From an optimization exercise on the open Yosys and OpenROAD flow, aimed at small area, a short achievable clock period and few clock cycles per item; shortcuts taken in it are not production practice.

the previous run:
Design unidad_math, start of the top module:
module unidad_math (
    input  logic        clk,
    input  logic        rst_n,
    input  logic        start,
    input  logic [1:0]  op,        
    input  logic [15:0] a,
    input  logic [15:0] b,
    output logic [31:0] result,
    output logic        done
);
Size in the first run: roughly 57 flip-flops, about 0.0082 mm^2 of cells after synthesis.
==> module unidad_math, before the edit <==
module unidad_math (
    input  logic        clk,
    input  logic        rst_n,
    input  logic        start,
    input  logic [1:0]  op,        
    input  logic [15:0] a,
    input  logic [15:0] b,
    output logic [31:0] result,
    output logic        done
);
    logic [31:0] R;       
    logic [15:0] A;       
    logic        f_mul, f_div, f_sq, f_bcd;    
    logic [2:0]  cnt;
    logic        busy;
    logic [18:0] X, P, Q2, Q3, S1, S2, S3, cs_s, cs_c;
    logic        sub;
    assign sub = f_div | f_sq;
    always_comb begin
        X = {3'b000, R[31:16]};
        if (f_div) X = {1'b0, R[31:14]};
        if (f_sq)  X = {8'd0, R[22:16], A[15:12]};
    end
    always_comb begin
        if (f_sq) begin
            P  = ~{8'd0, R[7:0], 3'b001};
            Q2 = ~{7'd0, R[7:0], 4'b0100};
            Q3 = ~{7'd0, R[7:0], 4'b1000};
        end else if (f_div) begin
            P  = {3'b111, A};
            Q2 = {2'b11, A, 1'b1};
            Q3 = {2'b11, A, 1'b1};
        end else begin
            P  = {3'b000, A & {16{R[0]}}};
            Q2 = {2'b00, A & {16{R[1]}}, 1'b0};
            Q3 = {2'b00, A & {16{R[1]}}, 1'b0};
        end
    end
    assign S1   = X + P  + {18'd0, sub};
    assign S2   = X + Q2 + {18'd0, sub};
    assign cs_s = X ^ P ^ Q3;
    assign cs_c = {((X[17:0] & P[17:0]) | (X[17:0] & Q3[17:0]) | (P[17:0] & Q3[17:0])), sub};
    assign S3   = cs_s + cs_c + {18'd0, sub};
    logic [1:0]  d_q;
    logic [15:0] d_r;
    always_comb begin
        if (!S3[18])      begin d_q = 2'd3; d_r = S3[15:0]; end
        else if (!S2[18]) begin d_q = 2'd2; d_r = S2[15:0]; end
        else if (!S1[18]) begin d_q = 2'd1; d_r = S1[15:0]; end
        else              begin d_q = 2'd0; d_r = X[15:0];  end
    end
    function automatic logic [3:0] add3(input logic [3:0] d);
        logic ge5;
        ge5 = d[3] | (d[2] & (d[1] | d[0]));
        add3 = {ge5,
                (d[2] & ~d[1] & ~d[0]) | (d[3] & d[0]),
                (~d[2] & d[1]) | (d[1] & d[0]) | (d[3] & ~d[0]),
                d[0] ^ ge5};
    endfunction
    function automatic logic [19:0] dabble(input logic [19:0] d, input logic bit_in);
        dabble = {d[18:16], add3(d[15:12]), add3(d[11:8]), add3(d[7:4]), add3(d[3:0]), bit_in};
    endfunction
    logic [19:0] b_d;
    always_comb begin
        b_d = R[19:0];
        for (int i = 0; i < 6; i++) b_d = dabble(b_d, A[15 - i]);
    end
    logic [1:0] l_dq, l_dr;
    always_comb begin
        l_dq = 2'd0; l_dr = a[15:14];
        if (b[15:2] == 14'd0)
            case (b[1:0])
                2'd0: begin l_dq = 2'd3;              l_dr = a[15:14]; end
                2'd1: begin l_dq = a[15:14];          l_dr = 2'd0; end
                2'd2: begin l_dq = {1'b0, a[15]};     l_dr = {1'b0, a[14]}; end
                default: begin l_dq = {1'b0, &a[15:14]}; l_dr = &a[15:14] ? 2'd0 : a[15:14]; end
            endcase
    end
    logic [1:0] l_sq;
    logic [2:0] l_sr;
    always_comb begin
        if (a[15:12] >= 4'd9)      begin l_sq = 2'd3; l_sr = 3'(a[15:12] - 4'd9); end
        else if (a[15:12] >= 4'd4) begin l_sq = 2'd2; l_sr = 3'(a[15:12] - 4'd4); end
        else if (a[15:12] >= 4'd1) begin l_sq = 2'd1; l_sr = 3'(a[15:12] - 4'd1); end
        else                       begin l_sq = 2'd0; l_sr = 3'd0; end
    end
    logic [3:0] l_b;
    assign l_b = add3({1'b0, a[15:13]});
    always_ff @(posedge clk) begin
        if (!rst_n) begin
            busy <= 1'b0;
            done <= 1'b0;
        end else begin
            done <= busy && !start && cnt == 3'd0;
            if (start)              busy <= 1'b1;
            else if (cnt == 3'd0)   busy <= 1'b0;
        end
    end
    always_ff @(posedge clk) begin
        cnt <= cnt - 3'd1;
        if (start) begin
            f_mul <= op == 2'd0;
            f_div <= op == 2'd1;
            f_sq  <= op == 2'd2;
            f_bcd <= op == 2'd3;
            case (op)
                2'd0: begin R <= {16'd0, b};                    A <= a;               cnt <= 3'd7; end
                2'd1: begin R <= {14'd0, l_dr, a[13:0], l_dq};  A <= ~b;              cnt <= 3'd6; end
                2'd2: begin R <= {13'd0, l_sr, 14'd0, l_sq};    A <= {a[11:0], 4'd0}; cnt <= 3'd2; end
                default: begin R <= {27'd0, l_b, a[12]};        A <= {a[11:0], 4'd0}; cnt <= 3'd1; end
            endcase
        end else begin
            if (f_mul)      R <= {S3[17:0], R[15:2]};
            else if (f_div) R <= {d_r, R[13:0], d_q};
            else if (f_sq)  R <= {9'd0, (cnt == 3'd0) ? 7'd0 : d_r[6:0], 8'd0, R[5:0], d_q};
            else            R <= {12'd0, b_d};
            if (f_sq)       A <= {A[11:0], 4'd0};
            else if (f_bcd) A <= {A[9:0], 6'd0};
        end
    end
    assign result = R;
endmodule
Settings: LEC_CHECK=0, ABC_AREA=1, CAP_MARGIN=20, CORE_MARGIN=2, CORE_UTILIZATION=60, PLACE_DENSITY=0.72, SETUP_SLACK_MARGIN=4, SLEW_MARGIN=20; clock period 8.0 ns.
standard.sh (not shown) runs the stock make flow with config.mk's settings and CLKGATE_MAP_FILE= SYNTH_SCRIPT=/design/flow/synth_recipe.tcl, a recipe that flattens the netlist after the stock synthesis.
==> flow/flow/run.sh <==
#!/bin/bash
# The standard layout, with the port buffers as plain buf_4 cells instead of
# the delay-cell buffers buffer_ports picks by default.
set -euo pipefail
export BUFFER_PORTS_ARGS="-buffer_cell sky130_fd_sc_hd__buf_4"
bash standard.sh > standard.log 2>&1
Setup changes, the previous run to the current run
--- a/flow/design.v
+++ b/flow/design.v
@@ -10,13 +10,13 @@
 );
     logic [31:0] R;       
     logic [15:0] A;       
     logic        f_mul, f_div, f_sq, f_bcd;    
     logic [2:0]  cnt;
     logic        busy;
-    logic [18:0] X, P, Q2, Q3, S1, S2, S3, cs_s, cs_c;
+    logic [18:0] X, P, Q2, Q3, W, S1, S2, S3, cs_s, cs_c, cs2_s, cs2_c;
     logic        sub;
     assign sub = f_div | f_sq;
     always_comb begin
         X = {3'b000, R[31:16]};
         if (f_div) X = {1'b0, R[31:14]};
         if (f_sq)  X = {8'd0, R[22:16], A[15:12]};
@@ -37,13 +37,16 @@
         end
     end
     assign S1   = X + P  + {18'd0, sub};
     assign S2   = X + Q2 + {18'd0, sub};
     assign cs_s = X ^ P ^ Q3;
     assign cs_c = {((X[17:0] & P[17:0]) | (X[17:0] & Q3[17:0]) | (P[17:0] & Q3[17:0])), sub};
-    assign S3   = cs_s + cs_c + {18'd0, sub};
+    assign W    = {1'b0, A & {16{R[2] & f_mul}}, 2'b00};
+    assign cs2_s = cs_s ^ cs_c ^ W;
+    assign cs2_c = {((cs_s[17:0] & cs_c[17:0]) | (cs_s[17:0] & W[17:0]) | (cs_c[17:0] & W[17:0])), sub};
+    assign S3   = cs2_s + cs2_c;
     logic [1:0]  d_q;
     logic [15:0] d_r;
     always_comb begin
         if (!S3[18])      begin d_q = 2'd3; d_r = S3[15:0]; end
         else if (!S2[18]) begin d_q = 2'd2; d_r = S2[15:0]; end
         else if (!S1[18]) begin d_q = 2'd1; d_r = S1[15:0]; end
@@ -60,13 +63,13 @@
     function automatic logic [19:0] dabble(input logic [19:0] d, input logic bit_in);
         dabble = {d[18:16], add3(d[15:12]), add3(d[11:8]), add3(d[7:4]), add3(d[3:0]), bit_in};
     endfunction
     logic [19:0] b_d;
     always_comb begin
         b_d = R[19:0];
-        for (int i = 0; i < 6; i++) b_d = dabble(b_d, A[15 - i]);
+        for (int i = 0; i < 4; i++) b_d = dabble(b_d, A[15 - i]);
     end
     logic [1:0] l_dq, l_dr;
     always_comb begin
         l_dq = 2'd0; l_dr = a[15:14];
         if (b[15:2] == 14'd0)
             case (b[1:0])
@@ -101,22 +104,21 @@
         if (start) begin
             f_mul <= op == 2'd0;
             f_div <= op == 2'd1;
             f_sq  <= op == 2'd2;
             f_bcd <= op == 2'd3;
             case (op)
-                2'd0: begin R <= {16'd0, b};                    A <= a;               cnt <= 3'd7; end
+                2'd0: begin R <= {1'b0, a & {16{b[0]}}, b[15:1]}; A <= a;             cnt <= 3'd4; end
                 2'd1: begin R <= {14'd0, l_dr, a[13:0], l_dq};  A <= ~b;              cnt <= 3'd6; end
                 2'd2: begin R <= {13'd0, l_sr, 14'd0, l_sq};    A <= {a[11:0], 4'd0}; cnt <= 3'd2; end
-                default: begin R <= {27'd0, l_b, a[12]};        A <= {a[11:0], 4'd0}; cnt <= 3'd1; end
+                default: begin R <= {27'd0, l_b, a[12]};        A <= {a[11:0], 4'd0}; cnt <= 3'd2; end
             endcase
         end else begin
-            if (f_mul)      R <= {S3[17:0], R[15:2]};
+            if (f_mul)      R <= {S3, R[15:3]};
             else if (f_div) R <= {d_r, R[13:0], d_q};
             else if (f_sq)  R <= {9'd0, (cnt == 3'd0) ? 7'd0 : d_r[6:0], 8'd0, R[5:0], d_q};
             else            R <= {12'd0, b_d};
-            if (f_sq)       A <= {A[11:0], 4'd0};
-            else if (f_bcd) A <= {A[9:0], 6'd0};
+            if (f_sq | f_bcd) A <= {A[11:0], 4'd0};
         end
     end
     assign result = R;
 endmodule
### Flow results
- The current run reports its cell with the largest stage delay on the worst path as sky130_fd_sc_hd__a21oi_1 while the previous run reports sky130_fd_sc_hd__edfxtp_1.
- Going from the previous run to the current run, quantity of gates resized following cts increased 95, pre-CTS setup slack decreased 0.21 ns, routed wire length increased 30%, cell area after synthesis increased 2.7%, path depth of the worst reg2reg path decreased 4.
No run of this note included a check of the RTL's function; only the layout flow was run.

re-timing with driven ports:
Ports are ideal in the flow. The routed layouts listed here were re-timed in OpenROAD.
Step 1 sets driving cells, clkbuf_16 on the clock port and buf_2 on the other inputs (assumed; they add their load-dependent delay and slew).
Step 2 times the ports against the registers' clock, not the clock port: input delays grow and output delays shrink by t, the midpoint of the rising clock arrivals with the driver on.
Slacks: no drivers / after step 1 / after step 2; pairs: no drivers / after step 1.
run | shift t [ns] | slack for setup (ns) | hold slack, ns | worst slew at a driven data input, ns
the previous run | 0.382 | 3.754 / 3.754 / 3.754 | 0.442 / 0.442 / 0.442 | 0.04
the current run | 0.379 | 3.106 / 3.106 / 3.106 | 0.409 / 0.409 / 0.409 | 0.04
After both steps setup and hold are still met in every run listed.
